From an optimization exercise on the open Yosys and OpenROAD flow, aimed at small area and a short achievable clock period; shortcuts taken in it are not production practice.
Function was checked by simulation only, so behaviour that the tests miss may differ from the original.
Power figures rest on the tool's default switching activity, not on a simulated workload.

==> v10: inputs <==
==> flow/design.v <==
`timescale 1ns/1ps
 `timescale 1ns/1ps
module uart_core (
   uart_tx, uart_if, rx_rts, prdata,
   uart_rx, uart_cts, pwrite, pwdata, psel, prst_n, penable, pclk,
   paddr
   );
  output        uart_tx;
  output        uart_if;
  output        rx_rts;
  output [31:0] prdata;
  input         uart_rx;
  input         uart_cts;
  input         pwrite;
  input  [31:0] pwdata;
  input         psel;
  input         prst_n;
  input         penable;
  input         pclk;
  input  [31:0] paddr;
  wire setup = psel & ~penable;
  reg  con_we, se_we, br_we, dt_we, ie_we, rxff_rd;
  always @(posedge pclk or negedge prst_n)
    if (!prst_n) begin
      con_we  <= 1'b0;
      se_we   <= 1'b0;
      br_we   <= 1'b0;
      dt_we   <= 1'b0;
      ie_we   <= 1'b0;
      rxff_rd <= 1'b0;
    end else begin
      con_we  <= setup &  pwrite & (paddr[6:0] == 7'h00);
      se_we   <= setup &  pwrite & (paddr[6:0] == 7'h04);
      br_we   <= setup &  pwrite & (paddr[6:0] == 7'h08);
      dt_we   <= setup &  pwrite & (paddr[6:0] == 7'h0C);
      ie_we   <= setup &  pwrite & (paddr[6:0] == 7'h10);
      rxff_rd <= setup & ~pwrite & (paddr[4:0] == 5'h0C);
    end
  wire ctx = con_we & pwdata[5];
  wire crx = con_we & pwdata[6];
  reg [6:0] con;
  reg [2:0] se;
  reg [7:0] brg;
  reg [4:0] ie;
  wire en   = se[0];
  wire d9   = se[1];
  wire bsel = se[2];
  wire af   = con[0] & en;
  always @(posedge pclk or negedge prst_n)
    if (!prst_n) begin
      con <= 7'd0;
      se  <= 3'd0;
      brg <= 8'd0;
      ie  <= 5'd0;
    end else begin
      if (con_we)      con <= pwdata[6:0];
      if (se_we)       se  <= pwdata[2:0];
      if (br_we & ~en) brg <= pwdata[7:0];
      if (ie_we)       ie  <= pwdata[4:0];
    end
  reg [7:0] rxc, txc;
  reg       rx_tick, tx_tick;
  wire [7:0] rxc_n   = (~en | rx_tick) ? 8'd0 : rxc + 8'd1;
  wire [7:0] txc_n   = (~en | tx_tick) ? 8'd0 : (rx_tick ? txc + 8'd1 : txc);
  wire       brg_ld  = br_we & ~en;
  wire       rxtk_n  = (~en | rx_tick) ? (brg_ld ? (pwdata[7:0] == 8'd0) : (brg == 8'd0))
                                       : (rxc + 8'd1 == brg);
  wire       bsel_n  = se_we ? pwdata[2] : bsel;
  wire       txtk_n  = (txc_n == (bsel_n ? 8'd7 : 8'd15)) & rxtk_n;
  always @(posedge pclk or negedge prst_n)
    if (!prst_n) begin
      rxc     <= 8'd0;
      txc     <= 8'd0;
      rx_tick <= 1'b1;
      tx_tick <= 1'b0;
    end else begin
      rxc     <= rxc_n;
      txc     <= txc_n;
      rx_tick <= rxtk_n;
      tx_tick <= txtk_n;
    end
  reg [4:0] tw, tr;
  reg [7:0] tmem [0:15];
  reg [3:0] sbc;
  reg       txne, txnf;
  reg [4:0] te;
  wire t_push = dt_we & txnf;
  reg  tx_complete;                    
  wire d9_n = se_we ? pwdata[1] : d9;
  wire t_pop  = txne & tx_complete;
  wire [4:0] tr_n = t_pop ? tr + 5'd1 : tr;
  wire [4:0] tw_u = t_push ? tw + 5'd1 : tw;
  wire [4:0] tw_n = ctx ? tr : tw_u;
  wire tinc   = t_push & ~t_pop;
  wire tdec   = t_pop & ~t_push;
  wire txne_u = tinc ? (te != 5'd31) : (tdec ? (te != 5'd1)  : (te != 5'd0));
  wire txnf_u = tinc ? (te != 5'd15) : (tdec ? (te != 5'd17) : (te != 5'd16));
  wire [4:0] te_u = tinc ? te + 5'd1 : (tdec ? te - 5'd1 : te);
  wire txne_n = ctx ? t_pop : txne_u;
  wire txnf_n = ctx | txnf_u;
  always @(posedge pclk or negedge prst_n)
    if (!prst_n) begin
      tw   <= 5'd0;
      tr   <= 5'd0;
      txne <= 1'b0;
      txnf <= 1'b1;
      te   <= 5'd0;
    end else begin
      tw   <= tw_n;
      tr   <= tr_n;
      txne <= txne_n;
      txnf <= txnf_n;
      te   <= ctx ? {5{t_pop}} : te_u;
    end
  always @(posedge pclk)
    if (t_push) tmem[tw[3:0]] <= pwdata[7:0];
  reg [9:0] tsr;
  reg       tst;
  reg       tpar;
  reg       ntx;                       
  wire [7:0] tdata  = tmem[tr[3:0]];
  wire       tx_en  = en & txne;
  wire       fsm_en = ~(af & uart_cts) & tx_en & tx_tick;
  wire       tsh    = tx_tick & tst;
  wire       tst_n  = tst ? (tx_en & ~tx_complete) : fsm_en;
  wire       tload  = fsm_en & ~tsh;
  wire [3:0] sbc_n  = tx_complete ? 4'd0 : (tsh ? sbc + 4'd1 : sbc);
  always @(posedge pclk or negedge prst_n)
    if (!prst_n) begin
      tsr  <= 10'h3ff;
      sbc  <= 4'd0;
      tx_complete <= 1'b0;
      tst  <= 1'b0;
      tpar <= 1'b0;
      ntx  <= 1'b0;
    end else begin
      if (tsh)         tsr <= {1'b1, tsr[9:1]};
      else if (tload)  tsr <= {1'b1, tdata, 1'b0};
      else if (tpar)   tsr[9] <= ^tsr[8:1];
      tpar <= tload & d9;
      if (tsh)         ntx <= ~tsr[1];
      else if (tload)  ntx <= 1'b1;
      sbc  <= sbc_n;
      tx_complete <= (sbc_n == (d9_n ? 4'd10 : 4'd9));
      tst <= tst_n;
    end
  assign uart_tx = ~ntx;
  reg       rx1, rxs, rx2;
  reg [1:0] rst;
  reg [3:0] samp, bitc;
  reg [9:0] rsr;
  reg       we1, we2, we3;
  wire start_en    = ~rxs & rx2;
  wire rbusy       = rst[1] | rst[0];
  wire samp_pt     = ~bsel ? (samp == 4'd7) : (samp[2:0] == 3'd3);
  wire rsh         = samp_pt & rx_tick;
  reg  rx_complete;                    
  wire [3:0] bitc_n = rx_complete ? 4'd0 : ((rst[1] & rsh) ? bitc + 4'd1 : bitc);
  reg [1:0] rst_nx;
  always @(*)
    case (rst)
      2'd0:    rst_nx = start_en ? 2'd1 : 2'd0;
      2'd1:    rst_nx = rxs ? 2'd0 : (rsh ? 2'd2 : 2'd1);
      2'd2:    rst_nx = rx_complete ? 2'd0 : 2'd2;
      default: rst_nx = 2'd3;
    endcase
  wire [1:0] rst_n = en ? rst_nx : 2'd0;
  always @(posedge pclk or negedge prst_n)
    if (!prst_n) begin
      rx1  <= 1'b0;
      rxs  <= 1'b0;
      rx2  <= 1'b0;
      rst  <= 2'd0;
      samp <= 4'd0;
      bitc <= 4'd0;
      rx_complete <= 1'b0;
    end else begin
      rx1 <= uart_rx;
      rxs <= rx1;
      rx2 <= rxs;
      rst <= rst_n;
      if (~rbusy)       samp <= 4'd0;
      else if (rx_tick) samp <= samp + 4'd1;
      bitc <= bitc_n;
      rx_complete <= (bitc_n == (d9_n ? 4'd10 : 4'd9));
    end
  always @(posedge pclk)
    if (rsh) rsr <= {rxs, rsr[9:1]};
  reg [4:0] rwu, rr;
  reg [3:0] wo;                        
  reg       rxne, rxf;
  reg [9:0] rq [0:15];
  wire dt_wr  = ~rxf & rx_complete;
  wire mem_wr = dt_wr | we1;
  wire pe     = ^rsr[8:0];
  wire fe     = ~rsr[9];
  wire [9:0] fifo_in = d9 ? {rsr[7:0], pe, fe} : {rsr[8:1], 1'b0, fe};
  wire r_pop  = rxne & rxff_rd;
  wire [4:0] rr_n = r_pop ? rr + 5'd1 : rr;
  function [5:0] inc6;
    input [5:0] x;
    integer i;
    for (i = 0; i < 6; i = i + 1) inc6[i] = x[i] ^ (&(x | ~((6'd1 << i) - 6'd1)));
  endfunction
  function [5:0] dec6;
    input [5:0] x;
    integer i;
    for (i = 0; i < 6; i = i + 1) dec6[i] = x[i] ^ ~(|(x & ((6'd1 << i) - 6'd1)));
  endfunction
  reg  [5:0] rd;
  wire [5:0] rd0  = rd;
  wire [5:0] rd1  = dec6(rd);
  wire [5:0] rdn  = r_pop ? rd1 : rd0;
  wire rxne_u = r_pop ? (rd[4:0] != 5'd1)  : (rd[4:0] != 5'd0);
  wire rxf_u  = r_pop ? (rd[4:0] == 5'd17) : (rd[4:0] == 5'd16);
  wire rr31   = &rr;
  wire rwu31  = &rwu;
  wire [5:0] rd_s = (we2 & ~r_pop) ? inc6(rd) : ((r_pop & ~we2) ? rd1 : rd);
  wire [5:0] rd_u = rd_s ^ {(we2 & rwu31) ^ (r_pop & rr31), 5'd0};
  wire [5:0] rd_c = we2 ? (rr31 ? 6'd33 : 6'd1) : 6'd0;
  wire rxne_n = crx ? r_pop : rxne_u;
  wire rxf_n  = ~crx & rxf_u;
  wire [4:0] rw_n = crx ? rr : rwu;
  always @(posedge pclk or negedge prst_n)
    if (!prst_n) begin
      we1  <= 1'b0;
      we2  <= 1'b0;
      we3  <= 1'b0;
      rwu  <= 5'd0;
      rr   <= 5'd0;
      rd   <= 6'd0;
      rxne <= 1'b0;
      rxf  <= 1'b0;
      wo   <= 4'd0;
    end else begin
      we1  <= dt_wr;
      we2  <= we1;
      we3  <= we2;
      rwu  <= rw_n + {4'd0, we2};
      rr   <= rr_n;
      rd   <= crx ? rd_c : rd_u;
      rxne <= rxne_n;
      rxf  <= rxf_n;
      wo   <= crx ? 4'd0 : rdn[3:0];
    end
  wire [15:0] wdec = 16'd1 << wo;
  reg  [9:0] rq_n [0:15];
  integer k;
  always @(*)
    for (k = 0; k < 16; k = k + 1)
      rq_n[k] = (mem_wr & (r_pop ? wdec[(k + 1) % 16] : wdec[k])) ? fifo_in
                : (r_pop ? rq[(k + 1) % 16] : rq[k]);
  always @(posedge pclk)
    for (k = 0; k < 16; k = k + 1)
      rq[k] <= rq_n[k];
  wire [9:0] hd_n  = rq_n[0];
  wire       fe_n  = rxne_u & hd_n[0];
  wire       pe_n  = rxne_u & hd_n[1];
  wire       if_0  = (ie[4] & fe_n) | (ie[3] & pe_n) | (ie[1] & rxf_u) | (ie[0] & txne_u);
  wire       if_ie = (pwdata[4] & fe_n) | (pwdata[3] & pe_n) | (pwdata[1] & rxf_u) | (pwdata[0] & txne_u);
  wire       if_cn = (~pwdata[6] & ((ie[4] & fe_n) | (ie[3] & pe_n) | (ie[1] & rxf_u))) |
                     (ie[0] & (pwdata[5] ? t_pop : txne_u));
  wire       if_n  = ie_we ? if_ie : (con_we ? if_cn : if_0);
  function thr;
    input [1:0] t;
    input [5:0] d;
    case (t)
      2'd0: thr = d[5] | (|d[4:1]);
      2'd1: thr = d[5] | (|d[4:2]);
      2'd2: thr = d[5] | (|d[4:3]);
      2'd3: thr = d[5] | d[4];
    endcase
  endfunction
  wire [5:0] rd1t   = rr31 ? {1'b0, rwu} : rd1;
  wire       rts_0  = af & (r_pop ? thr(con[4:3], rd1t) : thr(con[4:3], rd0));
  wire       rts_se = con[0] & pwdata[0] & thr(con[4:3], rd0);
  wire       rts_cn = pwdata[0] & en & ~pwdata[6] & thr(pwdata[4:3], rd0);
  wire       rts_n  = se_we ? rts_se : (con_we ? rts_cn : rts_0);
  wire       busy_n = tst_n | rst_n[1] | rst_n[0];
  reg  [7:0] prd_nx;
  always @(*)
    case (paddr[7:0])
      8'h00:   prd_nx = {1'b0, con};
      8'h04:   prd_nx = {busy_n, rxne_n, txnf_n, 2'b0, se};
      8'h08:   prd_nx = brg;
      8'h0c:   prd_nx = hd_n[9:2];
      8'h10:   prd_nx = {3'b0, ie};
      8'h14:   prd_nx = {3'b0, rxne_n & hd_n[0], rxne_n & hd_n[1], 1'b0, rxf_n, txne_n};
      default: prd_nx = 8'd0;
    endcase
  reg [7:0] prd;
  reg       if_q, rts_q;
  always @(posedge pclk)
    prd <= prd_nx;
  always @(posedge pclk or negedge prst_n)
    if (!prst_n) begin
      if_q  <= 1'b0;
      rts_q <= 1'b0;
    end else begin
      if_q  <= if_n;
      rts_q <= rts_n;
    end
  assign prdata  = {24'd0, prd};
  assign uart_if = if_q;
  assign rx_rts  = rts_q;
endmodule
==> flow/run.sh <==
#!/bin/bash
# synth_recipe.tcl (not shown) runs the flow's synth.tcl, then flattens the netlist and writes it again
# the make line also repeats each setting of config.mk as NAME=value (left out here)
make -C /OpenROAD-flow-scripts/flow DESIGN_CONFIG=/design/flow/config.mk WORK_HOME=/design/flow/orfs CLKGATE_MAP_FILE= SYNTH_SCRIPT=/design/flow/synth_recipe.tcl finish
==> flow/config.mk <==
export PLATFORM = sky130hd
export DESIGN_NAME = uart_core
export DESIGN_NICKNAME = uart_core
export VERILOG_FILES = /design/flow/design.v
export SDC_FILE = /design/flow/constraint.sdc
export NUM_CORES = 4
export LEC_CHECK = 0
export CAP_MARGIN = 20
export CORE_MARGIN = 2
export CORE_UTILIZATION = 60
export CTS_CLUSTER_DIAMETER = 50
export CTS_CLUSTER_SIZE = 20
export SETUP_SLACK_MARGIN = 3.1
export SLEW_MARGIN = 20
==> flow/constraint.sdc <==
create_clock -name core_clock -period 5.0 [get_ports {pclk}]
set_input_delay 1.0000 -clock core_clock [delete_from_list [all_inputs] [get_ports {pclk}]]
set_output_delay 1.0000 -clock core_clock [all_outputs]
set_load 0.01 [all_outputs]
==> inputs of v11, as changes to v10 <==
Settings changed: CTS_BUF_LIST set to sky130_fd_sc_hd__clkbuf_16, CTS_CLUSTER_DIAMETER 50 to 70, CTS_CLUSTER_SIZE 20 to 25, SETUP_SLACK_MARGIN 3.1 to 2.9.
==> results.yml <==
critical_path:
  reg2regPathDepth: 9
run_status:
  status: "no timing/DRC/antenna violations"
grt:
  antenna_found_initial: 0
  grt_use_met2_pct: 38.8
layout:
  final_cell_mix: "edfxtp_1, nand2_1, o21ai_0"
  n_all_buffers: 105
cts:
  clk_pin_slew_worst_paths_ns: 0.08
  post-cts-setup-buffers: 26
timing:
  setup_slack_ns: 2.85
power:
  pwr.group.combinational_mw: 0.558
Source of the figures above: v11

==> results.yml <==
run_status:
  status: "no timing/DRC/antenna violations"
floorplanning:
  die_x_um: 181
layout:
  nonClkBufAreaFrac_pct: 8.35
  fin_cells: 2134
  final_cell_mix: "edfxtp_1, nand2_1, buf_4"
  n_all_buffers: 200
  clock_area_share_pct: 5.19
  nets: 1809
critical_path:
  critPathKind: "reg2reg"
  reg2regPathDepth: 10
  cp_data_arrival_time_ns: 2.60
power:
  pwr.group.combinational_mw: 0.690
grt:
  grt_use_met2_pct: 44.0
  antenna_found_initial: 1
timing:
  setup_slack_ns: 2.78
synthesis:
  synthAdderAreaFrac_pct: 1.93
cts:
  post-cts-setup-buffers: 77
  clk_pin_slew_worst_paths_ns: 0.07
  cts_num_sinks: 425
Source of the figures above: v10

==> afterwards: timing with drivers on the ports <==
The flow's constraints put no driver on any port. The routed layouts listed below were extracted and timed again, unchanged, in two steps.
Step 1 (the two cells are an assumption about what drives the block):
set clk [get_ports {pclk}]
set_driving_cell -lib_cell sky130_fd_sc_hd__clkbuf_16 $clk
set_driving_cell -lib_cell sky130_fd_sc_hd__buf_2 [delete_from_list [all_inputs] $clk]
Step 2 times the ports against the registers' clock, not the clock port: input delays grow and output delays shrink by t, the midpoint of the rising clock arrivals with the driver on.
a / b / c = ideal / step 1 / step 2; a / b = the first two.
run | shift t [ns] | slack for setup (ns) | hold slack, ns | worst setup path at the end | latest minus earliest clock arrival (ns)
v10 | 0.593 | 2.783 / 2.783 / 2.392 | 0.350 / 0.350 / 0.350 | input to register | 0.026 / 0.026
v11 | 0.611 | 2.854 / 2.829 / 2.299 | 0.355 / 0.355 / 0.355 | input to register | 0.020 / 0.020
After both steps every run listed still meets setup and hold. The setup slack of v11, which loses most, moves by -0.025 ns with the drivers and by -0.555 ns with both steps.
